Source: an optimization exercise on an open RTL-to-GDS flow (aim: small area, a short achievable clock period and few clock cycles per item). Production flows keep margins and buffers that such runs may drop. Function was not checked in any run shown here: the RTL went through the layout flow alone. Power figures rest on the tool's default switching activity, not on a simulated workload.

==> design/flow/design.v <==
`timescale 1ns/1ps
module dut #(
    parameter int DATAW = 16
)(
    input  wire                 clk,
    input  wire                 rst_n,
    input  wire                 in_valid,
    output wire                 in_ready,
    input  wire signed [DATAW-1:0] in_data,
    output reg                  out_valid,
    input  wire                 out_ready,
    output wire signed [2*DATAW-1:0] out_data
);
    reg         v1;         
    reg  [15:0] a1;         
    wire        en2 = !out_valid || out_ready;    
    wire        en1 = !v1 || en2;                 
    assign in_ready = en1;
    wire        s    = in_data[15];
    wire [15:0] z;    
    assign z[0] = 1'b0;
    genvar gi;
    generate for (gi = 0; gi < 15; gi = gi + 1) begin : g_abs
        assign z[gi+1] = z[gi] | (s & in_data[gi]);
    end endgenerate
    wire [15:0] absx = in_data ^ z;
    always @(posedge clk or negedge rst_n) begin
        if (!rst_n) begin
            v1        <= 1'b0;
            out_valid <= 1'b0;
        end else begin
            if (en1) v1 <= in_valid;
            if (en2) out_valid <= v1;
        end
    end
    always @(posedge clk) begin
        if (in_valid && en1) a1 <= absx;
    end
    wire [14:0] m = a1[14:0];
    wire pp_0_1 = m[0] & m[1];
    wire pp_0_2 = m[0] & m[2];
    wire pp_0_3 = m[0] & m[3];
    wire pp_0_4 = m[0] & m[4];
    wire pp_0_5 = m[0] & m[5];
    wire pp_0_6 = m[0] & m[6];
    wire pp_0_7 = m[0] & m[7];
    wire pp_0_8 = m[0] & m[8];
    wire pp_0_9 = m[0] & m[9];
    wire pp_0_10 = m[0] & m[10];
    wire pp_0_11 = m[0] & m[11];
    wire pp_0_12 = m[0] & m[12];
    wire pp_0_13 = m[0] & m[13];
    wire pp_0_14 = m[0] & m[14];
    wire pp_1_2 = m[1] & m[2];
    wire pp_1_3 = m[1] & m[3];
    wire pp_1_4 = m[1] & m[4];
    wire pp_1_5 = m[1] & m[5];
    wire pp_1_6 = m[1] & m[6];
    wire pp_1_7 = m[1] & m[7];
    wire pp_1_8 = m[1] & m[8];
    wire pp_1_9 = m[1] & m[9];
    wire pp_1_10 = m[1] & m[10];
    wire pp_1_11 = m[1] & m[11];
    wire pp_1_12 = m[1] & m[12];
    wire pp_1_13 = m[1] & m[13];
    wire pp_1_14 = m[1] & m[14];
    wire pp_2_3 = m[2] & m[3];
    wire pp_2_4 = m[2] & m[4];
    wire pp_2_5 = m[2] & m[5];
    wire pp_2_6 = m[2] & m[6];
    wire pp_2_7 = m[2] & m[7];
    wire pp_2_8 = m[2] & m[8];
    wire pp_2_9 = m[2] & m[9];
    wire pp_2_10 = m[2] & m[10];
    wire pp_2_11 = m[2] & m[11];
    wire pp_2_12 = m[2] & m[12];
    wire pp_2_13 = m[2] & m[13];
    wire pp_2_14 = m[2] & m[14];
    wire pp_3_4 = m[3] & m[4];
    wire pp_3_5 = m[3] & m[5];
    wire pp_3_6 = m[3] & m[6];
    wire pp_3_7 = m[3] & m[7];
    wire pp_3_8 = m[3] & m[8];
    wire pp_3_9 = m[3] & m[9];
    wire pp_3_10 = m[3] & m[10];
    wire pp_3_11 = m[3] & m[11];
    wire pp_3_12 = m[3] & m[12];
    wire pp_3_13 = m[3] & m[13];
    wire pp_3_14 = m[3] & m[14];
    wire pp_4_5 = m[4] & m[5];
    wire pp_4_6 = m[4] & m[6];
    wire pp_4_7 = m[4] & m[7];
    wire pp_4_8 = m[4] & m[8];
    wire pp_4_9 = m[4] & m[9];
    wire pp_4_10 = m[4] & m[10];
    wire pp_4_11 = m[4] & m[11];
    wire pp_4_12 = m[4] & m[12];
    wire pp_4_13 = m[4] & m[13];
    wire pp_4_14 = m[4] & m[14];
    wire pp_5_6 = m[5] & m[6];
    wire pp_5_7 = m[5] & m[7];
    wire pp_5_8 = m[5] & m[8];
    wire pp_5_9 = m[5] & m[9];
    wire pp_5_10 = m[5] & m[10];
    wire pp_5_11 = m[5] & m[11];
    wire pp_5_12 = m[5] & m[12];
    wire pp_5_13 = m[5] & m[13];
    wire pp_5_14 = m[5] & m[14];
    wire pp_6_7 = m[6] & m[7];
    wire pp_6_8 = m[6] & m[8];
    wire pp_6_9 = m[6] & m[9];
    wire pp_6_10 = m[6] & m[10];
    wire pp_6_11 = m[6] & m[11];
    wire pp_6_12 = m[6] & m[12];
    wire pp_6_13 = m[6] & m[13];
    wire pp_6_14 = m[6] & m[14];
    wire pp_7_8 = m[7] & m[8];
    wire pp_7_9 = m[7] & m[9];
    wire pp_7_10 = m[7] & m[10];
    wire pp_7_11 = m[7] & m[11];
    wire pp_7_12 = m[7] & m[12];
    wire pp_7_13 = m[7] & m[13];
    wire pp_7_14 = m[7] & m[14];
    wire pp_8_9 = m[8] & m[9];
    wire pp_8_10 = m[8] & m[10];
    wire pp_8_11 = m[8] & m[11];
    wire pp_8_12 = m[8] & m[12];
    wire pp_8_13 = m[8] & m[13];
    wire pp_8_14 = m[8] & m[14];
    wire pp_9_10 = m[9] & m[10];
    wire pp_9_11 = m[9] & m[11];
    wire pp_9_12 = m[9] & m[12];
    wire pp_9_13 = m[9] & m[13];
    wire pp_9_14 = m[9] & m[14];
    wire pp_10_11 = m[10] & m[11];
    wire pp_10_12 = m[10] & m[12];
    wire pp_10_13 = m[10] & m[13];
    wire pp_10_14 = m[10] & m[14];
    wire pp_11_12 = m[11] & m[12];
    wire pp_11_13 = m[11] & m[13];
    wire pp_11_14 = m[11] & m[14];
    wire pp_12_13 = m[12] & m[13];
    wire pp_12_14 = m[12] & m[14];
    wire pp_13_14 = m[13] & m[14];
    wire hs0 = m[6] ^ pp_0_11;
    wire hc0 = m[6] & pp_0_11;
    wire hs1 = pp_0_12 ^ pp_1_11;
    wire hc1 = pp_0_12 & pp_1_11;
    wire fs2 = m[7] ^ pp_0_13 ^ pp_1_12;
    wire fc2 = (m[7] & pp_0_13) | (m[7] & pp_1_12) | (pp_0_13 & pp_1_12);
    wire hs3 = pp_2_11 ^ pp_3_10;
    wire hc3 = pp_2_11 & pp_3_10;
    wire fs4 = pp_0_14 ^ pp_1_13 ^ pp_2_12;
    wire fc4 = (pp_0_14 & pp_1_13) | (pp_0_14 & pp_2_12) | (pp_1_13 & pp_2_12);
    wire hs5 = pp_3_11 ^ pp_4_10;
    wire hc5 = pp_3_11 & pp_4_10;
    wire fs6 = m[8] ^ pp_1_14 ^ pp_2_13;
    wire fc6 = (m[8] & pp_1_14) | (m[8] & pp_2_13) | (pp_1_14 & pp_2_13);
    wire fs7 = pp_3_12 ^ pp_4_11 ^ pp_5_10;
    wire fc7 = (pp_3_12 & pp_4_11) | (pp_3_12 & pp_5_10) | (pp_4_11 & pp_5_10);
    wire fs8 = pp_2_14 ^ pp_3_13 ^ pp_4_12;
    wire fc8 = (pp_2_14 & pp_3_13) | (pp_2_14 & pp_4_12) | (pp_3_13 & pp_4_12);
    wire fs9 = m[9] ^ pp_3_14 ^ pp_4_13;
    wire fc9 = (m[9] & pp_3_14) | (m[9] & pp_4_13) | (pp_3_14 & pp_4_13);
    wire hs10 = m[4] ^ pp_0_7;
    wire hc10 = m[4] & pp_0_7;
    wire hs11 = pp_0_8 ^ pp_1_7;
    wire hc11 = pp_0_8 & pp_1_7;
    wire fs12 = m[5] ^ pp_0_9 ^ pp_1_8;
    wire fc12 = (m[5] & pp_0_9) | (m[5] & pp_1_8) | (pp_0_9 & pp_1_8);
    wire hs13 = pp_2_7 ^ pp_3_6;
    wire hc13 = pp_2_7 & pp_3_6;
    wire fs14 = pp_0_10 ^ pp_1_9 ^ pp_2_8;
    wire fc14 = (pp_0_10 & pp_1_9) | (pp_0_10 & pp_2_8) | (pp_1_9 & pp_2_8);
    wire hs15 = pp_3_7 ^ pp_4_6;
    wire hc15 = pp_3_7 & pp_4_6;
    wire fs16 = pp_1_10 ^ pp_2_9 ^ pp_3_8;
    wire fc16 = (pp_1_10 & pp_2_9) | (pp_1_10 & pp_3_8) | (pp_2_9 & pp_3_8);
    wire fs17 = pp_4_7 ^ pp_5_6 ^ hs0;
    wire fc17 = (pp_4_7 & pp_5_6) | (pp_4_7 & hs0) | (pp_5_6 & hs0);
    wire fs18 = pp_2_10 ^ pp_3_9 ^ pp_4_8;
    wire fc18 = (pp_2_10 & pp_3_9) | (pp_2_10 & pp_4_8) | (pp_3_9 & pp_4_8);
    wire fs19 = pp_5_7 ^ hc0 ^ hs1;
    wire fc19 = (pp_5_7 & hc0) | (pp_5_7 & hs1) | (hc0 & hs1);
    wire fs20 = pp_4_9 ^ pp_5_8 ^ pp_6_7;
    wire fc20 = (pp_4_9 & pp_5_8) | (pp_4_9 & pp_6_7) | (pp_5_8 & pp_6_7);
    wire fs21 = hc1 ^ hs3 ^ fs2;
    wire fc21 = (hc1 & hs3) | (hc1 & fs2) | (hs3 & fs2);
    wire fs22 = pp_5_9 ^ pp_6_8 ^ hc3;
    wire fc22 = (pp_5_9 & pp_6_8) | (pp_5_9 & hc3) | (pp_6_8 & hc3);
    wire fs23 = hs5 ^ fc2 ^ fs4;
    wire fc23 = (hs5 & fc2) | (hs5 & fs4) | (fc2 & fs4);
    wire fs24 = pp_6_9 ^ pp_7_8 ^ hc5;
    wire fc24 = (pp_6_9 & pp_7_8) | (pp_6_9 & hc5) | (pp_7_8 & hc5);
    wire fs25 = fc4 ^ fs6 ^ fs7;
    wire fc25 = (fc4 & fs6) | (fc4 & fs7) | (fs6 & fs7);
    wire fs26 = pp_5_11 ^ pp_6_10 ^ pp_7_9;
    wire fc26 = (pp_5_11 & pp_6_10) | (pp_5_11 & pp_7_9) | (pp_6_10 & pp_7_9);
    wire fs27 = fc6 ^ fc7 ^ fs8;
    wire fc27 = (fc6 & fc7) | (fc6 & fs8) | (fc7 & fs8);
    wire fs28 = pp_5_12 ^ pp_6_11 ^ pp_7_10;
    wire fc28 = (pp_5_12 & pp_6_11) | (pp_5_12 & pp_7_10) | (pp_6_11 & pp_7_10);
    wire fs29 = pp_8_9 ^ fc8 ^ fs9;
    wire fc29 = (pp_8_9 & fc8) | (pp_8_9 & fs9) | (fc8 & fs9);
    wire fs30 = pp_4_14 ^ pp_5_13 ^ pp_6_12;
    wire fc30 = (pp_4_14 & pp_5_13) | (pp_4_14 & pp_6_12) | (pp_5_13 & pp_6_12);
    wire fs31 = pp_7_11 ^ pp_8_10 ^ fc9;
    wire fc31 = (pp_7_11 & pp_8_10) | (pp_7_11 & fc9) | (pp_8_10 & fc9);
    wire fs32 = m[10] ^ pp_5_14 ^ pp_6_13;
    wire fc32 = (m[10] & pp_5_14) | (m[10] & pp_6_13) | (pp_5_14 & pp_6_13);
    wire fs33 = pp_7_12 ^ pp_8_11 ^ pp_9_10;
    wire fc33 = (pp_7_12 & pp_8_11) | (pp_7_12 & pp_9_10) | (pp_8_11 & pp_9_10);
    wire fs34 = pp_6_14 ^ pp_7_13 ^ pp_8_12;
    wire fc34 = (pp_6_14 & pp_7_13) | (pp_6_14 & pp_8_12) | (pp_7_13 & pp_8_12);
    wire fs35 = m[11] ^ pp_10_11 ^ pp_7_14;
    wire fc35 = (m[11] & pp_10_11) | (m[11] & pp_7_14) | (pp_10_11 & pp_7_14);
    wire hs36 = m[3] ^ pp_0_5;
    wire hc36 = m[3] & pp_0_5;
    wire hs37 = pp_0_6 ^ pp_1_5;
    wire hc37 = pp_0_6 & pp_1_5;
    wire fs38 = pp_1_6 ^ pp_2_5 ^ pp_3_4;
    wire fc38 = (pp_1_6 & pp_2_5) | (pp_1_6 & pp_3_4) | (pp_2_5 & pp_3_4);
    wire fs39 = pp_2_6 ^ pp_3_5 ^ hc10;
    wire fc39 = (pp_2_6 & pp_3_5) | (pp_2_6 & hc10) | (pp_3_5 & hc10);
    wire fs40 = pp_4_5 ^ hc11 ^ hs13;
    wire fc40 = (pp_4_5 & hc11) | (pp_4_5 & hs13) | (hc11 & hs13);
    wire fs41 = hc13 ^ hs15 ^ fc12;
    wire fc41 = (hc13 & hs15) | (hc13 & fc12) | (hs15 & fc12);
    wire fs42 = hc15 ^ fc14 ^ fs16;
    wire fc42 = (hc15 & fc14) | (hc15 & fs16) | (fc14 & fs16);
    wire fs43 = fc16 ^ fs18 ^ fc17;
    wire fc43 = (fc16 & fs18) | (fc16 & fc17) | (fs18 & fc17);
    wire fs44 = fc18 ^ fs20 ^ fc19;
    wire fc44 = (fc18 & fs20) | (fc18 & fc19) | (fs20 & fc19);
    wire fs45 = fc20 ^ fs22 ^ fc21;
    wire fc45 = (fc20 & fs22) | (fc20 & fc21) | (fs22 & fc21);
    wire fs46 = fc22 ^ fs24 ^ fc23;
    wire fc46 = (fc22 & fs24) | (fc22 & fc23) | (fs24 & fc23);
    wire fs47 = fs26 ^ fc24 ^ fc25;
    wire fc47 = (fs26 & fc24) | (fs26 & fc25) | (fc24 & fc25);
    wire fs48 = fc26 ^ fs28 ^ fc27;
    wire fc48 = (fc26 & fs28) | (fc26 & fc27) | (fs28 & fc27);
    wire fs49 = fc28 ^ fs30 ^ fc29;
    wire fc49 = (fc28 & fs30) | (fc28 & fc29) | (fs30 & fc29);
    wire fs50 = fc30 ^ fs32 ^ fs33;
    wire fc50 = (fc30 & fs32) | (fc30 & fs33) | (fs32 & fs33);
    wire fs51 = pp_9_11 ^ fc32 ^ fc33;
    wire fc51 = (pp_9_11 & fc32) | (pp_9_11 & fc33) | (fc32 & fc33);
    wire fs52 = pp_8_13 ^ pp_9_12 ^ fc34;
    wire fc52 = (pp_8_13 & pp_9_12) | (pp_8_13 & fc34) | (pp_9_12 & fc34);
    wire fs53 = pp_10_12 ^ pp_8_14 ^ pp_9_13;
    wire fc53 = (pp_10_12 & pp_8_14) | (pp_10_12 & pp_9_13) | (pp_8_14 & pp_9_13);
    wire fs54 = m[12] ^ pp_10_13 ^ pp_11_12;
    wire fc54 = (m[12] & pp_10_13) | (m[12] & pp_11_12) | (pp_10_13 & pp_11_12);
    wire hs55 = m[2] ^ pp_0_3;
    wire hc55 = m[2] & pp_0_3;
    wire hs56 = pp_0_4 ^ pp_1_3;
    wire hc56 = pp_0_4 & pp_1_3;
    wire fs57 = pp_1_4 ^ pp_2_3 ^ hs36;
    wire fc57 = (pp_1_4 & pp_2_3) | (pp_1_4 & hs36) | (pp_2_3 & hs36);
    wire fs58 = pp_2_4 ^ hc36 ^ hs37;
    wire fc58 = (pp_2_4 & hc36) | (pp_2_4 & hs37) | (hc36 & hs37);
    wire fs59 = hc37 ^ hs10 ^ fs38;
    wire fc59 = (hc37 & hs10) | (hc37 & fs38) | (hs10 & fs38);
    wire fs60 = hs11 ^ fc38 ^ fs39;
    wire fc60 = (hs11 & fc38) | (hs11 & fs39) | (fc38 & fs39);
    wire fs61 = fs12 ^ fc39 ^ fs40;
    wire fc61 = (fs12 & fc39) | (fs12 & fs40) | (fc39 & fs40);
    wire fs62 = fs14 ^ fc40 ^ fs41;
    wire fc62 = (fs14 & fc40) | (fs14 & fs41) | (fc40 & fs41);
    wire fs63 = fs17 ^ fc41 ^ fs42;
    wire fc63 = (fs17 & fc41) | (fs17 & fs42) | (fc41 & fs42);
    wire fs64 = fs19 ^ fc42 ^ fs43;
    wire fc64 = (fs19 & fc42) | (fs19 & fs43) | (fc42 & fs43);
    wire fs65 = fs21 ^ fc43 ^ fs44;
    wire fc65 = (fs21 & fc43) | (fs21 & fs44) | (fc43 & fs44);
    wire fs66 = fs23 ^ fc44 ^ fs45;
    wire fc66 = (fs23 & fc44) | (fs23 & fs45) | (fc44 & fs45);
    wire fs67 = fs25 ^ fc45 ^ fs46;
    wire fc67 = (fs25 & fc45) | (fs25 & fs46) | (fc45 & fs46);
    wire fs68 = fs27 ^ fc46 ^ fs47;
    wire fc68 = (fs27 & fc46) | (fs27 & fs47) | (fc46 & fs47);
    wire fs69 = fs29 ^ fc47 ^ fs48;
    wire fc69 = (fs29 & fc47) | (fs29 & fs48) | (fc47 & fs48);
    wire fs70 = fs31 ^ fc48 ^ fs49;
    wire fc70 = (fs31 & fc48) | (fs31 & fs49) | (fc48 & fs49);
    wire fs71 = fc31 ^ fs50 ^ fc49;
    wire fc71 = (fc31 & fs50) | (fc31 & fc49) | (fs50 & fc49);
    wire fs72 = fs34 ^ fc50 ^ fs51;
    wire fc72 = (fs34 & fc50) | (fs34 & fs51) | (fc50 & fs51);
    wire fs73 = fs35 ^ fc51 ^ fs52;
    wire fc73 = (fs35 & fc51) | (fs35 & fs52) | (fc51 & fs52);
    wire fs74 = fc35 ^ fs53 ^ fc52;
    wire fc74 = (fc35 & fs53) | (fc35 & fc52) | (fs53 & fc52);
    wire fs75 = pp_9_14 ^ fc53 ^ fs54;
    wire fc75 = (pp_9_14 & fc53) | (pp_9_14 & fs54) | (fc53 & fs54);
    wire fs76 = pp_10_14 ^ pp_11_13 ^ fc54;
    wire fc76 = (pp_10_14 & pp_11_13) | (pp_10_14 & fc54) | (pp_11_13 & fc54);
    wire fs77 = m[13] ^ pp_11_14 ^ pp_12_13;
    wire fc77 = (m[13] & pp_11_14) | (m[13] & pp_12_13) | (pp_11_14 & pp_12_13);
    wire [29:0] ra = {1'b0, m[14], pp_12_14, fs77, fc75, fs75, fc73, fc72, fs72, fc70, fc69, fc68, fc67, fc66, fc65, fc64, fc63, fc62, fc61, fc60, fc59, fc58, fc57, hc56, hc55, pp_1_2, pp_0_2, m[1], 1'b0, m[0]};
    wire [29:0] rb = {1'b0, pp_13_14, fc77, fc76, fs76, fc74, fs74, fs73, fc71, fs71, fs70, fs69, fs68, fs67, fs66, fs65, fs64, fs63, fs62, fs61, fs60, fs59, fs58, fs57, hs56, hs55, 1'b0, pp_0_1, 1'b0, 1'b0};
    reg f_r;    
    reg [29:0] s_r;    
    reg [10:0] g_r;    
    wire [8:0] bs0 = {1'b0, ra[7:0]} + {1'b0, rb[7:0]};
    wire [2:0] bs1 = {1'b0, ra[9:8]} + {1'b0, rb[9:8]};
    wire [2:0] bs2 = {1'b0, ra[11:10]} + {1'b0, rb[11:10]};
    wire [2:0] bs3 = {1'b0, ra[13:12]} + {1'b0, rb[13:12]};
    wire [2:0] bs4 = {1'b0, ra[15:14]} + {1'b0, rb[15:14]};
    wire [2:0] bs5 = {1'b0, ra[17:16]} + {1'b0, rb[17:16]};
    wire [2:0] bs6 = {1'b0, ra[19:18]} + {1'b0, rb[19:18]};
    wire [2:0] bs7 = {1'b0, ra[21:20]} + {1'b0, rb[21:20]};
    wire [2:0] bs8 = {1'b0, ra[23:22]} + {1'b0, rb[23:22]};
    wire [2:0] bs9 = {1'b0, ra[25:24]} + {1'b0, rb[25:24]};
    wire [2:0] bs10 = {1'b0, ra[27:26]} + {1'b0, rb[27:26]};
    wire [2:0] bs11 = {1'b0, ra[29:28]} + {1'b0, rb[29:28]};
    always @(posedge clk) begin
        if (v1 && en2) begin
            f_r <= a1[15];
            s_r[7:0] <= bs0[7:0];
            g_r[0] <= bs0[8];
            s_r[9:8] <= bs1[1:0];
            g_r[1] <= bs1[2];
            s_r[11:10] <= bs2[1:0];
            g_r[2] <= bs2[2];
            s_r[13:12] <= bs3[1:0];
            g_r[3] <= bs3[2];
            s_r[15:14] <= bs4[1:0];
            g_r[4] <= bs4[2];
            s_r[17:16] <= bs5[1:0];
            g_r[5] <= bs5[2];
            s_r[19:18] <= bs6[1:0];
            g_r[6] <= bs6[2];
            s_r[21:20] <= bs7[1:0];
            g_r[7] <= bs7[2];
            s_r[23:22] <= bs8[1:0];
            g_r[8] <= bs8[2];
            s_r[25:24] <= bs9[1:0];
            g_r[9] <= bs9[2];
            s_r[27:26] <= bs10[1:0];
            g_r[10] <= bs10[2];
            s_r[29:28] <= bs11[1:0];
        end
    end
    wire bp1 = &s_r[9:8];
    wire bp2 = &s_r[11:10];
    wire bp3 = &s_r[13:12];
    wire bp4 = &s_r[15:14];
    wire bp5 = &s_r[17:16];
    wire bp6 = &s_r[19:18];
    wire bp7 = &s_r[21:20];
    wire bp8 = &s_r[23:22];
    wire bp9 = &s_r[25:24];
    wire bp10 = &s_r[27:26];
    wire pg0 = g_r[1] | (bp1 & g_r[0]);
    wire pg1 = g_r[2] | (bp2 & pg0);
    wire pg2 = g_r[4] | (bp4 & g_r[3]);
    wire pp2 = bp4 & bp3;
    wire pg3 = g_r[5] | (bp5 & pg2);
    wire pp3 = bp5 & pp2;
    wire pg4 = g_r[3] | (bp3 & pg1);
    wire pg5 = pg2 | (pp2 & pg1);
    wire pg6 = pg3 | (pp3 & pg1);
    wire pg7 = g_r[7] | (bp7 & g_r[6]);
    wire pp7 = bp7 & bp6;
    wire pg8 = g_r[8] | (bp8 & pg7);
    wire pp8 = bp8 & pp7;
    wire pg9 = g_r[10] | (bp10 & g_r[9]);
    wire pp9 = bp10 & bp9;
    wire pg10 = g_r[9] | (bp9 & pg8);
    wire pp10 = bp9 & pp8;
    wire pg11 = pg9 | (pp9 & pg8);
    wire pp11 = pp9 & pp8;
    wire pg12 = g_r[6] | (bp6 & pg6);
    wire pg13 = pg7 | (pp7 & pg6);
    wire pg14 = pg8 | (pp8 & pg6);
    wire pg15 = pg10 | (pp10 & pg6);
    wire pg16 = pg11 | (pp11 & pg6);
    wire [29:0] sq;
    assign sq[7:0] = s_r[7:0];
    assign sq[8] = s_r[8] ^ (g_r[0]);
    assign sq[9] = s_r[9] ^ (g_r[0] & s_r[8]);
    assign sq[10] = s_r[10] ^ (pg0);
    assign sq[11] = s_r[11] ^ (pg0 & s_r[10]);
    assign sq[12] = s_r[12] ^ (pg1);
    assign sq[13] = s_r[13] ^ (pg1 & s_r[12]);
    assign sq[14] = s_r[14] ^ (pg4);
    assign sq[15] = s_r[15] ^ (pg4 & s_r[14]);
    assign sq[16] = s_r[16] ^ (pg5);
    assign sq[17] = s_r[17] ^ (pg5 & s_r[16]);
    assign sq[18] = s_r[18] ^ (pg6);
    assign sq[19] = s_r[19] ^ (pg6 & s_r[18]);
    assign sq[20] = s_r[20] ^ (pg12);
    assign sq[21] = s_r[21] ^ (pg12 & s_r[20]);
    assign sq[22] = s_r[22] ^ (pg13);
    assign sq[23] = s_r[23] ^ (pg13 & s_r[22]);
    assign sq[24] = s_r[24] ^ (pg14);
    assign sq[25] = s_r[25] ^ (pg14 & s_r[24]);
    assign sq[26] = s_r[26] ^ (pg15);
    assign sq[27] = s_r[27] ^ (pg15 & s_r[26]);
    assign sq[28] = s_r[28] ^ (pg16);
    assign sq[29] = s_r[29] ^ (pg16 & s_r[28]);
    assign out_data = {1'b0, f_r, sq[29:2], 1'b0, sq[0]};
endmodule
==> design/flow/flow/run.sh <==
#!/bin/bash
# Own layout flow: the standard ORFS flow with two changes.
#  1. After the standard synthesis, flow/polarity.py picks the polarity of
#     each full adder (self-dual) and simple gate so that the inverters Yosys's
#     extract_fa leaves around full adders go away.  Registers, ports and the
#     function are unchanged.
#  2. The port buffers that buffer_ports inserts are sky130_fd_sc_hd__buf_1
#     instead of its default (the slow clkdlybuf4s50_1 delay buffer).
# Each step writes its full output to a log file in this folder.
set -euo pipefail
RES=$PWD/orfs/results/${FLOW_PLATFORM}/dut/base
bash standard.sh synth > standard_synth.log 2>&1
cp $RES/1_2_yosys.v synth_standard.v
python3 flow/polarity.py $FLOW_HOME/platforms/sky130hd/lib/sky130_fd_sc_hd__tt_025C_1v80.lib \
    synth_standard.v $RES/1_2_yosys.v > polarity.log 2>&1
rm -f $RES/1_synth.odb $RES/1_synth.sdc
export BUFFER_PORTS_ARGS="-buffer_cell sky130_fd_sc_hd__buf_1"
bash standard.sh finish > standard_finish.log 2>&1
==> design/flow/flow/polarity.py <==
#!/usr/bin/env python3
"""Polarity clean-up of a flat Yosys gate netlist (sky130hd).

Yosys's extract_fa often wraps full adders in inverters on every input and
output (a full adder is self-dual: FA(~a,~b,~c) = ~FA(a,b,c)).  This script
chooses, for every full adder / majority cell, whether to use it in true or
complemented form, and for every simple gate whether to use it or its
complement (and2 <-> nand2, o21a <-> o21ai, ...), so that the inverters the
netlist needs, and the cell area, are smallest.  Every signal keeps its
function; registers, ports and their nets are untouched.

usage: polarity.py LIBERTY IN.v OUT.v
"""
import re, sys, random

lib, src, dst = sys.argv[1:4]

# ---- cell areas from the liberty
areas = {}
for m in re.finditer(r'cell\s*\(\s*"?(sky130_fd_sc_hd__\w+)"?\s*\)\s*\{', open(lib).read()):
    pass
libtxt = open(lib).read()
for m in re.finditer(r'cell\s*\(\s*"?(sky130_fd_sc_hd__\w+)"?\s*\)\s*\{(.*?)\barea\s*:\s*([\d.]+)', libtxt, re.S):
    areas[m.group(1)] = float(m.group(3))

P = 'sky130_fd_sc_hd__'
OUTPINS = {'X', 'Y', 'Q', 'Q_N', 'SUM', 'COUT', 'HI', 'LO'}
SELFDUAL = {'fa': ['A', 'B', 'CIN'], 'maj3': ['A', 'B', 'C']}
PAIRS = [('and2', 'nand2'), ('and3', 'nand3'), ('and4', 'nand4'), ('or2', 'nor2'),
         ('or3', 'nor3'), ('or4', 'nor4'), ('xor2', 'xnor2'), ('xor3', 'xnor3'),
         ('and2b', 'nand2b'), ('or2b', 'nor2b'), ('and3b', 'nand3b'), ('or3b', 'nor3b'),
         ('and4b', 'nand4b'), ('or4b', 'nor4b'), ('and4bb', 'nand4bb'), ('or4bb', 'nor4bb'),
         ('a21o', 'a21oi'), ('o21a', 'o21ai'), ('a211o', 'a211oi'), ('o211a', 'o211ai'),
         ('a22o', 'a22oi'), ('o22a', 'o22ai'), ('a31o', 'a31oi'), ('o31a', 'o31ai'),
         ('a32o', 'a32oi'), ('o32a', 'o32ai'), ('a41o', 'a41oi'), ('o41a', 'o41ai'),
         ('a221o', 'a221oi'), ('o221a', 'o221ai'), ('a311o', 'a311oi'), ('o311a', 'o311ai'),
         ('a2111o', 'a2111oi'), ('o2111a', 'o2111ai'), ('a21bo', 'a21boi'), ('o21ba', 'o21bai'),
         ('a2bb2o', 'a2bb2oi'), ('o2bb2a', 'o2bb2ai'), ('mux2', 'mux2i')]
COMP = {}
for a, b in PAIRS:
    COMP[a] = b; COMP[b] = a

def base_drive(t):
    m = re.fullmatch(P + r'(\w+?)_(\d+)', t)
    return (m.group(1), m.group(2)) if m else (None, None)

def complement(t):
    b, d = base_drive(t)
    if b not in COMP:
        return None
    c = COMP[b]
    if P + c + '_' + d in areas:
        return P + c + '_' + d
    # nearest available drive
    opts = sorted((int(re.search(r'_(\d+)$', n).group(1)), n) for n in areas
                  if re.fullmatch(P + c + r'_\d+', n))
    for dd, n in opts:
        if dd >= max(1, int(d)):
            return n
    return opts[-1][1] if opts else None

text = open(src).read()
mod = re.search(r'module\s+(\w+)\s*\((.*?)\);(.*)endmodule', text, re.S)
body = mod.group(3)
outports = set()
for m in re.finditer(r'^\s*output\s+(\[(\d+):(\d+)\]\s*)?(\S+?);', body, re.M):
    if m.group(1):
        hi, lo = int(m.group(2)), int(m.group(3))
        for i in range(min(hi, lo), max(hi, lo) + 1):
            outports.add(f'{m.group(4)}[{i}]')
    else:
        outports.add(m.group(4))

cellre = re.compile(r'^\s*(sky130_fd_sc_hd__\w+)\s+(\S+)\s*\((.*?)\);', re.S | re.M)
cells = []
for m in cellre.finditer(body):
    pins = [(p, n.strip()) for p, n in re.findall(r'\.(\w+)\(([^()]*)\)', m.group(3))]
    cells.append({'type': m.group(1), 'name': m.group(2), 'pins': pins, 'span': m.span()})
assert 'assign' not in body, 'netlist has assign statements'

def is_inv(c):
    b, _ = base_drive(c['type'])
    return b in ('inv', 'clkinv')

driver = {}
for i, c in enumerate(cells):
    for p, n in c['pins']:
        if p in OUTPINS:
            driver[n] = (i, p)

# inverters treated as inverters: those whose output is not a port net
invcell = set()
for i, c in enumerate(cells):
    if is_inv(c):
        out = dict(c['pins'])['Y']
        if out not in outports:
            invcell.add(i)

def root(n):
    q = 0
    seen = 0
    while n in driver and driver[n][0] in invcell:
        n = dict(cells[driver[n][0]]['pins'])['A']
        q ^= 1
        seen += 1
        assert seen < 100
    return n, q

# flippable cells
kind = {}
for i, c in enumerate(cells):
    if i in invcell:
        continue
    b, _ = base_drive(c['type'])
    outs = [n for p, n in c['pins'] if p in OUTPINS]
    if any(o in outports for o in outs):
        continue
    if b in SELFDUAL:
        kind[i] = 'sd'
    elif complement(c['type']):
        kind[i] = 'gate'

# loads: (cell index, pin, root, parity)
loads = []
for i, c in enumerate(cells):
    if i in invcell:
        continue
    for p, n in c['pins']:
        if p in OUTPINS:
            continue
        r, q = root(n)
        loads.append([i, p, r, q])
# output ports as loads (only if their net is driven through a removable inverter)
for o in outports:
    r, q = root(o)
    if r != o:
        loads.append([-1, o, r, q])

roots_loads = {}
for k, l in enumerate(loads):
    roots_loads.setdefault(l[2], []).append(k)
cell_inroots = {}
for k, l in enumerate(loads):
    if l[0] >= 0:
        cell_inroots.setdefault(l[0], set()).add(l[2])
cell_outroots = {}
for r in roots_loads:
    if r in driver and driver[r][0] not in invcell:
        cell_outroots.setdefault(driver[r][0], set()).add(r)

flip = {i: 0 for i in kind}
INV = areas[P + 'inv_1']

def eff(k):
    i, p, r, q = loads[k]
    e = q
    if i >= 0 and kind.get(i) == 'sd' and p in SELFDUAL[base_drive(cells[i]['type'])[0]]:
        e ^= flip[i]
    if r in driver:
        d = driver[r][0]
        if d in flip:
            e ^= flip[d]
    return e

def root_cost(r):
    return INV if any(eff(k) for k in roots_loads.get(r, [])) else 0.0

def cell_area(i):
    t = cells[i]['type']
    if kind.get(i) == 'gate' and flip[i]:
        t = complement(t)
    return areas[t]

def affected(i):
    s = set(cell_outroots.get(i, ()))
    if kind[i] == 'sd':
        s |= cell_inroots.get(i, set())
    return s

def total():
    return sum(root_cost(r) for r in roots_loads) + sum(cell_area(i) for i in kind)

before = total()
rng = random.Random(1)
order = list(kind)

def move_delta(i):
    rs = affected(i)
    c0 = sum(root_cost(r) for r in rs) + cell_area(i)
    flip[i] ^= 1
    c1 = sum(root_cost(r) for r in rs) + cell_area(i)
    flip[i] ^= 1
    return c1 - c0

# simulated annealing over single flips, then greedy descent; keep the best
cur = before
best = cur
best_flip = dict(flip)
steps = 200 * len(order) if order else 0
T0, T1 = 3.0, 0.02
for k in range(steps):
    T = T0 * (T1 / T0) ** (k / max(1, steps - 1))
    i = order[rng.randrange(len(order))]
    d = move_delta(i)
    if d <= 0 or rng.random() < pow(2.718281828, -d / T):
        flip[i] ^= 1
        cur += d
        if cur < best - 1e-9:
            best = cur
            best_flip = dict(flip)
flip.update(best_flip)
improved = True
while improved:
    improved = False
    for i in order:
        if move_delta(i) < -1e-9:
            flip[i] ^= 1
            improved = True
after = total()

# ---- rebuild
def fmt(n):
    return n + ' ' if n.startswith('\\') else n

newwires = []
neg_net = {}
newcells = []
ninv = 0
for r in roots_loads:
    if any(eff(k) for k in roots_loads[r]):
        nm = f'pol_n{ninv}'
        ninv += 1
        neg_net[r] = nm
        newwires.append(nm)
        newcells.append(f'  {P}inv_1 pol_inv{ninv} (\n    .A({fmt(r)}),\n    .Y({nm})\n  );\n')
conn = {}
portfix = []
for k, l in enumerate(loads):
    i, p, r, q = l
    net = neg_net[r] if eff(k) else r
    if i >= 0:
        conn[(i, p)] = net
    else:
        # output port net: drive it with a buffer from the right polarity
        portfix.append((p, net))
for p, net in portfix:
    newcells.append(f'  {P}buf_1 pol_obuf_{len(newcells)} (\n    .A({fmt(net)}),\n    .X({fmt(p)})\n  );\n')

def render(i, c):
    t = c['type']
    if kind.get(i) == 'gate' and flip[i]:
        t = complement(t)
    parts = []
    for p, n in c['pins']:
        if p in OUTPINS:
            if kind.get(i) == 'gate' and flip[i]:
                p = 'Y' if p == 'X' else 'X'
            parts.append(f'    .{p}({fmt(n)})')
        else:
            parts.append(f'    .{p}({fmt(conn[(i, p)])})')
    return f'  {t} {c["name"]} (\n' + ',\n'.join(parts) + '\n  );\n'

out = []
pos = 0
for i, c in enumerate(cells):
    s, e = c['span']
    out.append(body[pos:s])
    if i not in invcell:
        out.append(render(i, c).rstrip('\n').lstrip('\n'))
    pos = e
out.append(body[pos:])
newbody = ''.join(out)
decl = ''.join(f'  wire {w};\n' for w in newwires)
newbody = decl + newbody.rstrip() + '\n' + ''.join(newcells)
res = text[:mod.start(3)] + newbody + '\nendmodule' + text[mod.end():]
open(dst, 'w').write(res)
nflip = sum(flip.values())
print(f'polarity: {len(invcell)} inverters before, {ninv} after; {nflip} cells flipped '
      f'({sum(1 for i in flip if flip[i] and kind[i]=="sd")} self-dual); '
      f'{len(portfix)} port buffers; area of inverters+flippable {before:.1f} -> {after:.1f}')
==> design/flow/standard.sh <==
#!/bin/bash
# synth_recipe.tcl (not shown) runs the flow's synth.tcl, then flattens the netlist and writes it again
# the make line also repeats each setting of config.mk as NAME=value (left out here)
make -C /OpenROAD-flow-scripts/flow DESIGN_CONFIG=/design/flow/config.mk WORK_HOME=/design/flow/orfs CLKGATE_MAP_FILE= SYNTH_SCRIPT=/design/flow/synth_recipe.tcl "${@:-finish}"
==> design/flow/config.mk <==
export PLATFORM = sky130hd
export DESIGN_NAME = dut
export DESIGN_NICKNAME = dut
export VERILOG_FILES = /design/flow/design.v
export SDC_FILE = /design/flow/constraint.sdc
export NUM_CORES = 4
export LEC_CHECK = 0
export CAP_MARGIN = 20
export CORE_MARGIN = 2
export CORE_UTILIZATION = 65
export CTS_BUF_LIST = sky130_fd_sc_hd__clkbuf_16
export CTS_CLUSTER_SIZE = 30
export PLACE_DENSITY = 0.75
export SETUP_SLACK_MARGIN = 3.75
export SLEW_MARGIN = 20
==> design/flow/constraint.sdc <==
create_clock -name core_clock -period 7.5 [get_ports {clk}]
set_input_delay 1.5000 -clock core_clock [delete_from_list [all_inputs] [get_ports {clk}]]
set_output_delay 1.5000 -clock core_clock [all_outputs]
set_load 0.01 [all_outputs]
==> reports/results.ini, run 1 <==
[worst_setup_path]
cp_num_cells=8
critPathCaptureType=output pin
r2r-start=a1[2]
crit_fanout=3
cp_cell_sequence=a311oi_4 -> nor4_4 -> o311ai_2 -> buf_4 -> nand2b_1 -> ha_4 -> xor2_1 -> buf_2
cp_top_family=compound AO/OA/AOI/OAI gates
max_stage_delay_ns=0.42
r2r_slack_ns=3.86
worstPathRequired_ns=6.00
worstRegToRegCells=7
r2r-end=s_r[19]
critical_path_class=reg2out
critPathLaunchType=register
critPathCapture=out_data[25]
critPathSlowestCell=edfxtp_1
arrival_ns=2.26
cp.buffers_inverters=2
crit_start=s_r[8]

[pwr]
p_switching_uw=607
ir_drop_mv=0.156
combPwrFrac=0.444
power.density_nw_per_um2=285
switching_share=0.364
p_clk_frac=0.209
p_int_uw=1060
p_leak_uw=0.00247
power_frac_seq=0.347

[routing]
wl_um=9230
avgViaCountPerCell=5.60
wl_per_cell_um=16.1
drt-pass1-iter-count=4
first_iter_violations=202
detailroute.via_count=3218
drtAntennaViolNets=0
drc=0

[die]
start_util=0.676
ios=54
die_w_um=93.9
coreArea_um2=7770
row_count=32
dieArea_um2=8820
die_h_um=93.9

[global_route]
grt.busiest_layer=met2
track_usage=0.236
grt_pass1_wl_um=15500
grt_overflow=0
first_global_vias=3302
grtUsageMet3=0.0441
grt_max_degree=42
grt_antenna_before_repair=0
use_met2=0.386
grt_use_met1=0.319

[synthesis]
yosysWarnings=1
avgSynthCellArea_um2=12.3
netlist_area_um2=5250
synthCells=426

[sta]
rsz0062_at_grt=yes
hold_viol_final=0
slew_headroom=0.357
setup_violations=0
clock_skew_ns=0.00914
finalCritPeriodShare=0.502
worst_pin_slew_ns=0.964
drv_slew=0
tns_ns=0
period_needed_ns=3.76
fmax_mhz=266

[cts]
clkLatencyLatePin_ns=0.33
htreeDepth=3
clock_sinks=59
cts.clk_slew.worst_paths_ns=0.05
tritoncts=yes
cts_buffer_depth=2
cts-hold-fix-buffers=0
numCtsBuffers=9
ctsRootBufferMaster=clkbuf_16

[status]
outcome=finished clean

[place]
placed_area_um2=5440
place_hpwl_um=6500
routabilityCongestion=0.823
port_buffers=51

[finish]
design_area_um2=5850
drive_above_1_share=0.0867
final_nets=601
syn_to_final_growth_pct=11.3
n_antenna_cell=0

[flow_run]
cap_violations=0

[min_path]
hp-class=reg2reg

[per-stage QoR]
step / std cells / power (µW) / hold slack (ns) / setup WS [ns] / util
after CTS: 574 / 1660 / 0.412 / 3.75 / 0.744
after global placement: 554 / 1230 / 0.404 / 3.31 / 0.701
after global routing: 575 / 1810 / 0.426 / 3.64 / 0.753
after detailed placement: 554 / 1270 / 0.421 / 3.31 / 0.701
after floorplan: 427 / 1080 / 0.400 / 4.10 / -
final: 575 / 1670 / 0.417 / 3.74 / 0.753
[area by class of cell]
type	instances	area (µm²)
inverters	17	63.8
well taps	102	128
flip-flops and latches	59	1760
repair buffers	56	256
fillers	552	1920
multi-input cells	325	3380
clock buffers	9	225
clock inverters	7	28.8
[state kept, by name, summed over array words and instances, names as in the netlist]
signal	count
out_valid	1
s_r	29
g_r	11
a1	16
f_r	1
v1	1
[cells in the final DEF (no fill, tap or decap), drive strengths merged, types with 5 or more instances in the layout]
| master | count |
|---|---|
| nand2b | 6 |
| o21ai | 7 |
| buf | 56 |
| xor2 | 14 |
| nand2 | 32 |
| inv | 20 |
| edfxtp | 57 |
| xnor2 | 18 |
| a21oi | 7 |
| ha | 40 |
| o31ai | 5 |
| clkbuf | 9 |
| nor2 | 6 |
| fa | 73 |
| and2 | 86 |
[how the worst min path moves through the flow]
| stage | endpoint | slack, ns | startpoint | depth (start not counted) |
|---|---|---|---|---|
| 2_1_floorplan | f_r | 0.40 | a1[15] | 0 |
| 4_1_cts | f_r | 0.41 | a1[15] | 0 |
| 3_3_place_gp | f_r | 0.40 | a1[15] | 0 |
| 6_report | f_r | 0.42 | a1[15] | 0 |
| 3_5_place_dp | f_r | 0.42 | a1[15] | 0 |
| 5_1_grt | f_r | 0.43 | a1[15] | 0 |
[power by group through the flow]
| stage | combinational (µW) | sequential (µW) | clock, µW |
|---|---|---|---|
| after floorplan | 529 | 548 | 0 |
| after global placement | 660 | 574 | 0 |
| after detailed placement | 686 | 580 | 0 |
| after CTS | 725 | 577 | 354 |
| after global routing | 857 | 591 | 365 |
| final | 741 | 579 | 349 |
[timing repair]
| action | 4_1_cts | 5_1_grt |
|---|---|---|
| gates resized for setup | 14 | 14 |
| pin swaps | 5 | 3 |
| gates cloned | 0 | 0 |
| buffers inserted | 4 | 1 |
| setup endpoints to repair | 9 | 8 |
[per-layer routing]
layer | up-vias | part of all wire
met3 | 13 | 0.048
li1 | 1500 | -
met5 | - | 0
met4 | 0 | 0.017
met1 | 1603 | 0.45
met2 | 102 | 0.49
==> inputs of run 2 (changes only) <==
--- a/design/flow/design.v
+++ b/design/flow/design.v
@@ -302,104 +302,84 @@
     wire [29:0] rb = {1'b0, pp_13_14, fc77, fc76, fs76, fc74, fs74, fs73, fc71, fs71, fs70, fs69, fs68, fs67, fs66, fs65, fs64, fs63, fs62, fs61, fs60, fs59, fs58, fs57, hs56, hs55, 1'b0, pp_0_1, 1'b0, 1'b0};
     reg f_r;    
     reg [29:0] s_r;    
-    reg [10:0] g_r;    
-    wire [8:0] bs0 = {1'b0, ra[7:0]} + {1'b0, rb[7:0]};
-    wire [2:0] bs1 = {1'b0, ra[9:8]} + {1'b0, rb[9:8]};
-    wire [2:0] bs2 = {1'b0, ra[11:10]} + {1'b0, rb[11:10]};
-    wire [2:0] bs3 = {1'b0, ra[13:12]} + {1'b0, rb[13:12]};
-    wire [2:0] bs4 = {1'b0, ra[15:14]} + {1'b0, rb[15:14]};
-    wire [2:0] bs5 = {1'b0, ra[17:16]} + {1'b0, rb[17:16]};
-    wire [2:0] bs6 = {1'b0, ra[19:18]} + {1'b0, rb[19:18]};
-    wire [2:0] bs7 = {1'b0, ra[21:20]} + {1'b0, rb[21:20]};
-    wire [2:0] bs8 = {1'b0, ra[23:22]} + {1'b0, rb[23:22]};
-    wire [2:0] bs9 = {1'b0, ra[25:24]} + {1'b0, rb[25:24]};
-    wire [2:0] bs10 = {1'b0, ra[27:26]} + {1'b0, rb[27:26]};
-    wire [2:0] bs11 = {1'b0, ra[29:28]} + {1'b0, rb[29:28]};
+    reg [7:0] g_r;    
+    wire [9:0] bs0 = {1'b0, ra[8:0]} + {1'b0, rb[8:0]};
+    wire [3:0] bs1 = {1'b0, ra[11:9]} + {1'b0, rb[11:9]};
+    wire [2:0] bs2 = {1'b0, ra[13:12]} + {1'b0, rb[13:12]};
+    wire [2:0] bs3 = {1'b0, ra[15:14]} + {1'b0, rb[15:14]};
+    wire [2:0] bs4 = {1'b0, ra[17:16]} + {1'b0, rb[17:16]};
+    wire [2:0] bs5 = {1'b0, ra[19:18]} + {1'b0, rb[19:18]};
+    wire [2:0] bs6 = {1'b0, ra[21:20]} + {1'b0, rb[21:20]};
+    wire [3:0] bs7 = {1'b0, ra[24:22]} + {1'b0, rb[24:22]};
+    wire [5:0] bs8 = {1'b0, ra[29:25]} + {1'b0, rb[29:25]};
     always @(posedge clk) begin
         if (v1 && en2) begin
             f_r <= a1[15];
-            s_r[7:0] <= bs0[7:0];
-            g_r[0] <= bs0[8];
-            s_r[9:8] <= bs1[1:0];
-            g_r[1] <= bs1[2];
-            s_r[11:10] <= bs2[1:0];
+            s_r[8:0] <= bs0[8:0];
+            g_r[0] <= bs0[9];
+            s_r[11:9] <= bs1[2:0];
+            g_r[1] <= bs1[3];
+            s_r[13:12] <= bs2[1:0];
             g_r[2] <= bs2[2];
-            s_r[13:12] <= bs3[1:0];
+            s_r[15:14] <= bs3[1:0];
             g_r[3] <= bs3[2];
-            s_r[15:14] <= bs4[1:0];
+            s_r[17:16] <= bs4[1:0];
             g_r[4] <= bs4[2];
-            s_r[17:16] <= bs5[1:0];
+            s_r[19:18] <= bs5[1:0];
             g_r[5] <= bs5[2];
-            s_r[19:18] <= bs6[1:0];
+            s_r[21:20] <= bs6[1:0];
             g_r[6] <= bs6[2];
-            s_r[21:20] <= bs7[1:0];
-            g_r[7] <= bs7[2];
-            s_r[23:22] <= bs8[1:0];
-            g_r[8] <= bs8[2];
-            s_r[25:24] <= bs9[1:0];
-            g_r[9] <= bs9[2];
-            s_r[27:26] <= bs10[1:0];
-            g_r[10] <= bs10[2];
-            s_r[29:28] <= bs11[1:0];
+            s_r[24:22] <= bs7[2:0];
+            g_r[7] <= bs7[3];
+            s_r[29:25] <= bs8[4:0];
         end
     end
-    wire bp1 = &s_r[9:8];
-    wire bp2 = &s_r[11:10];
-    wire bp3 = &s_r[13:12];
-    wire bp4 = &s_r[15:14];
-    wire bp5 = &s_r[17:16];
-    wire bp6 = &s_r[19:18];
-    wire bp7 = &s_r[21:20];
-    wire bp8 = &s_r[23:22];
-    wire bp9 = &s_r[25:24];
-    wire bp10 = &s_r[27:26];
+    wire bp1 = &s_r[11:9];
+    wire bp2 = &s_r[13:12];
+    wire bp3 = &s_r[15:14];
+    wire bp4 = &s_r[17:16];
+    wire bp5 = &s_r[19:18];
+    wire bp6 = &s_r[21:20];
+    wire bp7 = &s_r[24:22];
     wire pg0 = g_r[1] | (bp1 & g_r[0]);
-    wire pg1 = g_r[2] | (bp2 & pg0);
-    wire pg2 = g_r[4] | (bp4 & g_r[3]);
-    wire pp2 = bp4 & bp3;
-    wire pg3 = g_r[5] | (bp5 & pg2);
-    wire pp3 = bp5 & pp2;
-    wire pg4 = g_r[3] | (bp3 & pg1);
-    wire pg5 = pg2 | (pp2 & pg1);
-    wire pg6 = pg3 | (pp3 & pg1);
-    wire pg7 = g_r[7] | (bp7 & g_r[6]);
-    wire pp7 = bp7 & bp6;
-    wire pg8 = g_r[8] | (bp8 & pg7);
-    wire pp8 = bp8 & pp7;
-    wire pg9 = g_r[10] | (bp10 & g_r[9]);
-    wire pp9 = bp10 & bp9;
-    wire pg10 = g_r[9] | (bp9 & pg8);
-    wire pp10 = bp9 & pp8;
-    wire pg11 = pg9 | (pp9 & pg8);
-    wire pp11 = pp9 & pp8;
-    wire pg12 = g_r[6] | (bp6 & pg6);
-    wire pg13 = pg7 | (pp7 & pg6);
-    wire pg14 = pg8 | (pp8 & pg6);
-    wire pg15 = pg10 | (pp10 & pg6);
-    wire pg16 = pg11 | (pp11 & pg6);
+    wire pg1 = g_r[3] | (bp3 & g_r[2]);
+    wire pp1 = bp3 & bp2;
+    wire pg2 = g_r[2] | (bp2 & pg0);
+    wire pg3 = pg1 | (pp1 & pg0);
+    wire pg4 = g_r[5] | (bp5 & g_r[4]);
+    wire pp4 = bp5 & bp4;
+    wire pg5 = g_r[7] | (bp7 & g_r[6]);
+    wire pp5 = bp7 & bp6;
+    wire pg6 = g_r[6] | (bp6 & pg4);
+    wire pp6 = bp6 & pp4;
+    wire pg7 = pg5 | (pp5 & pg4);
+    wire pp7 = pp5 & pp4;
+    wire pg8 = g_r[4] | (bp4 & pg3);
+    wire pg9 = pg4 | (pp4 & pg3);
+    wire pg10 = pg6 | (pp6 & pg3);
+    wire pg11 = pg7 | (pp7 & pg3);
     wire [29:0] sq;
-    assign sq[7:0] = s_r[7:0];
-    assign sq[8] = s_r[8] ^ (g_r[0]);
-    assign sq[9] = s_r[9] ^ (g_r[0] & s_r[8]);
-    assign sq[10] = s_r[10] ^ (pg0);
-    assign sq[11] = s_r[11] ^ (pg0 & s_r[10]);
-    assign sq[12] = s_r[12] ^ (pg1);
-    assign sq[13] = s_r[13] ^ (pg1 & s_r[12]);
-    assign sq[14] = s_r[14] ^ (pg4);
-    assign sq[15] = s_r[15] ^ (pg4 & s_r[14]);
-    assign sq[16] = s_r[16] ^ (pg5);
-    assign sq[17] = s_r[17] ^ (pg5 & s_r[16]);
-    assign sq[18] = s_r[18] ^ (pg6);
-    assign sq[19] = s_r[19] ^ (pg6 & s_r[18]);
-    assign sq[20] = s_r[20] ^ (pg12);
-    assign sq[21] = s_r[21] ^ (pg12 & s_r[20]);
-    assign sq[22] = s_r[22] ^ (pg13);
-    assign sq[23] = s_r[23] ^ (pg13 & s_r[22]);
-    assign sq[24] = s_r[24] ^ (pg14);
-    assign sq[25] = s_r[25] ^ (pg14 & s_r[24]);
-    assign sq[26] = s_r[26] ^ (pg15);
-    assign sq[27] = s_r[27] ^ (pg15 & s_r[26]);
-    assign sq[28] = s_r[28] ^ (pg16);
-    assign sq[29] = s_r[29] ^ (pg16 & s_r[28]);
+    assign sq[8:0] = s_r[8:0];
+    assign sq[9] = s_r[9] ^ (g_r[0]);
+    assign sq[10] = s_r[10] ^ (g_r[0] & s_r[9]);
+    assign sq[11] = s_r[11] ^ (g_r[0] & s_r[9] & s_r[10]);
+    assign sq[12] = s_r[12] ^ (pg0);
+    assign sq[13] = s_r[13] ^ (pg0 & s_r[12]);
+    assign sq[14] = s_r[14] ^ (pg2);
+    assign sq[15] = s_r[15] ^ (pg2 & s_r[14]);
+    assign sq[16] = s_r[16] ^ (pg3);
+    assign sq[17] = s_r[17] ^ (pg3 & s_r[16]);
+    assign sq[18] = s_r[18] ^ (pg8);
+    assign sq[19] = s_r[19] ^ (pg8 & s_r[18]);
+    assign sq[20] = s_r[20] ^ (pg9);
+    assign sq[21] = s_r[21] ^ (pg9 & s_r[20]);
+    assign sq[22] = s_r[22] ^ (pg10);
+    assign sq[23] = s_r[23] ^ (pg10 & s_r[22]);
+    assign sq[24] = s_r[24] ^ (pg10 & s_r[22] & s_r[23]);
+    assign sq[25] = s_r[25] ^ (pg11);
+    assign sq[26] = s_r[26] ^ (pg11 & s_r[25]);
+    assign sq[27] = s_r[27] ^ (pg11 & s_r[25] & s_r[26]);
+    assign sq[28] = s_r[28] ^ (pg11 & s_r[25] & s_r[26] & s_r[27]);
+    assign sq[29] = s_r[29] ^ (pg11 & s_r[25] & s_r[26] & s_r[27] & s_r[28]);
     assign out_data = {1'b0, f_r, sq[29:2], 1'b0, sq[0]};
 endmodule
==> reports/results.ini, run 2 <==
[pwr]
p_clk_frac=0.170  ; -0.039
power.density_nw_per_um2=274  ; -4.1%
p_leak_uw=0.00248  ; +0.69%
switching_share=0.368  ; +0.00411
p_int_uw=1010  ; -5.0%
power_frac_seq=0.349  ; +0.002
combPwrFrac=0.482  ; +0.038
ir_drop_mv=0.0992  ; -36%
p_switching_uw=587  ; -3.3%

[routing]
first_iter_violations=183  ; -9.4%
wl_per_cell_um=15.2  ; -5.2%
drt-pass1-iter-count=4  ; unchanged
drtAntennaViolNets=0  ; unchanged
avgViaCountPerCell=5.45  ; -2.6%
detailroute.via_count=3200  ; -0.56%
drc=0  ; unchanged
wl_um=8940  ; -3.2%

[cts]
numCtsBuffers=5  ; -4
cts_buffer_depth=2  ; unchanged
clock_sinks=56  ; -5.1%
clkLatencyLatePin_ns=0.29  ; -0.04 ns
tritoncts=yes
cts-hold-fix-buffers=0  ; unchanged
cts.clk_slew.worst_paths_ns=0.07  ; +0.02 ns
ctsRootBufferMaster=clkbuf_16
htreeDepth=2  ; -1

[worst_setup_path]
critPathLaunchType=register
worstPathRequired_ns=6.00  ; about the same
arrival_ns=2.44  ; +0.18 ns
crit_fanout=3  ; unchanged
critical_path_class=reg2out
critPathCaptureType=output pin

[sta]
worst_pin_slew_ns=0.867  ; -0.0967 ns
setup_violations=0  ; unchanged
tns_ns=0  ; unchanged
fmax_mhz=254  ; -4.5%
clock_skew_ns=0.00328  ; -0.00586 ns
period_needed_ns=3.94  ; +0.178 ns
hold_viol_final=0  ; unchanged
rsz0062_at_grt=yes
slew_headroom=0.422  ; +0.0644
finalCritPeriodShare=0.525  ; +0.0237
drv_slew=0  ; unchanged

[finish]
top_register=s_r
n_antenna_cell=0  ; unchanged
final_nets=622  ; +3.5%
drive_above_1_share=0.105  ; +0.0185
most-common-layout-cells=and2_1 (74), fa_1 (71), edfxtp_1 (54)
multi_input_area_um2=3410  ; +0.78%
reg_top3=s_r (29), a1 (16), g_r (8)
largest_reg_flops=29  ; unchanged
fin_cells=587  ; +2.1%
syn_to_final_growth_pct=11.4  ; about the same
nFillCells=534  ; -3.3%
seq_area_um2=1670  ; -5.1%
layout_commonest_cell=and2_1

[min_path]
hp-class=reg2reg

[global_route]
track_usage=0.227  ; -0.00959
grt_pass1_wl_um=15400  ; -0.71%
grt_max_degree=39  ; -7.1%
first_global_vias=3338  ; +1.1%
grt_antenna_before_repair=0  ; unchanged
grt_overflow=0  ; unchanged

[synthesis]
yosysWarnings=1  ; unchanged
synthCells=431  ; +1.2%
avgSynthCellArea_um2=12.1  ; -1.5%
netlist_area_um2=5240  ; -0.31%

[flow_run]
cap_violations=0  ; unchanged

[die]
row_count=32  ; unchanged
ios=54  ; unchanged
coreArea_um2=7770  ; unchanged
die_h_um=93.8  ; -0.15%
dieArea_um2=8790  ; -0.30%
die_w_um=93.8  ; -0.15%
start_util=0.674  ; -0.00209

[place]
routabilityCongestion=0.805  ; -2.3%
place_hpwl_um=6520  ; +0.21%
dp_cells=558  ; +0.72%
port_buffers=51  ; unchanged

[status]
outcome=finished clean

## run 2: path summary, 6_finish.rpt
| check | start | endpoint | slack, ns | cells past startpoint |
|---|---|---|---|---|
| worst min-delay path | a1[15] | f_r | 0.43 | 0 |
| worst max register to register | a1[14] | s_r[17] | 3.89 | 8 |
| max in group asynchronous | rst_n | v1 | 6.40 | 1 |
| worst min register to register | a1[15] | f_r | 0.43 | 0 |
| worst max-delay path | g_r[2] | out_data[29] | 3.56 | 10 |
| min in group asynchronous | rst_n | out_valid | 0.97 | 1 |
## run 2: final cells by class
| class | count | share of cell area |
|---|---|---|
| multi-input cells | 327 | 0.585 |
| flip-flops and latches | 56 | 0.287 |
| repair buffers | 72 | 0.0629 |
| well taps | 102 | 0.0219 |
| clock buffers | 5 | 0.0215 |
| inverters | 22 | 0.0142 |
| clock inverters | 3 | 0.00794 |
## run 2: what timing repair did
action | in CTS | in global routing
setup buffers | 6 | 15
gates resized for setup | 13 | 7
endpoints found under the setup margin | 3 | 6
pin swaps | 10 | 2
## run 2: through the flow
| step | worst slack [ns] | area (µm²) | util | total power, µW | hold WS [ns] |
|---|---|---|---|---|---|
| finish | 3.56 | 5830 | 0.751 | 1600 | 0.435 |
| global route | 3.47 | 5830 | 0.751 | 1750 | 0.446 |
| CTS | 3.58 | 5700 | 0.734 | 1590 | 0.438 |
| detailed placement | 3.66 | 5420 | 0.697 | 1280 | 0.411 |
| global placement | 3.72 | 5420 | 0.697 | 1240 | 0.417 |
| floorplan | 3.95 | 5240 | - | 1090 | 0.400 |
## run 2: layer usage
layer / track usage / part of all wire / vias to the layer above
met3: 0.0329 / 0.048 / 11
met1: 0.322 / 0.45 / 1576
li1: - / - / 1526
met2: 0.373 / 0.49 / 87
met5: 0 / 0 / -
met4: 0.0580 / 0.014 / 0
## run 2: power by group through the flow
stage | clock network [µW] | registers, µW | logic [µW]
5_1_grt | 284 | 568 | 901
2_1_floorplan | 0 | 529 | 560
3_3_place_gp | 0 | 555 | 684
4_1_cts | 274 | 557 | 761
6_report | 271 | 557 | 769
3_5_place_dp | 0 | 562 | 722
## run 2: critical path: stages (launching register included)
cell      delay (ns)
edfxtp_1        0.45
a211oi_2        0.27
a211oi_2        0.08
a21o_1          0.20
a41o_1          0.20
ha_2            0.20
ha_4            0.17
ha_4            0.16
ha_4            0.15
xor2_1          0.13
buf_2           0.13

afterwards: timing with drivers on the ports:
The results above use ideal ports. As a check the final layouts listed here were re-extracted and re-timed, cells and wires unchanged.
Step 1: set_driving_cell puts a clkbuf_16 on clk and a buf_2 on each other input, an assumption about the parent block.
Step 2 times the ports against the registers' clock, not the clock port: input delays grow and output delays shrink by t, the midpoint of the rising clock arrivals with the driver on.
a / b / c = ideal ports / drivers / drivers and shift; a / b = the first two.
run	t, ns	setup WS [ns]	hold WS [ns]	worst setup path after step 2	latest minus earliest clock arrival (ns)
run 1	0.365	3.738 / 3.700 / 3.862	0.417 / 0.417 / 0.417	register to register	0.009 / 0.010
run 2	0.329	3.560 / 3.524 / 3.853	0.435 / 0.435 / 0.435	register to output	0.004 / 0.003
After both steps setup and hold are still met in every run listed.
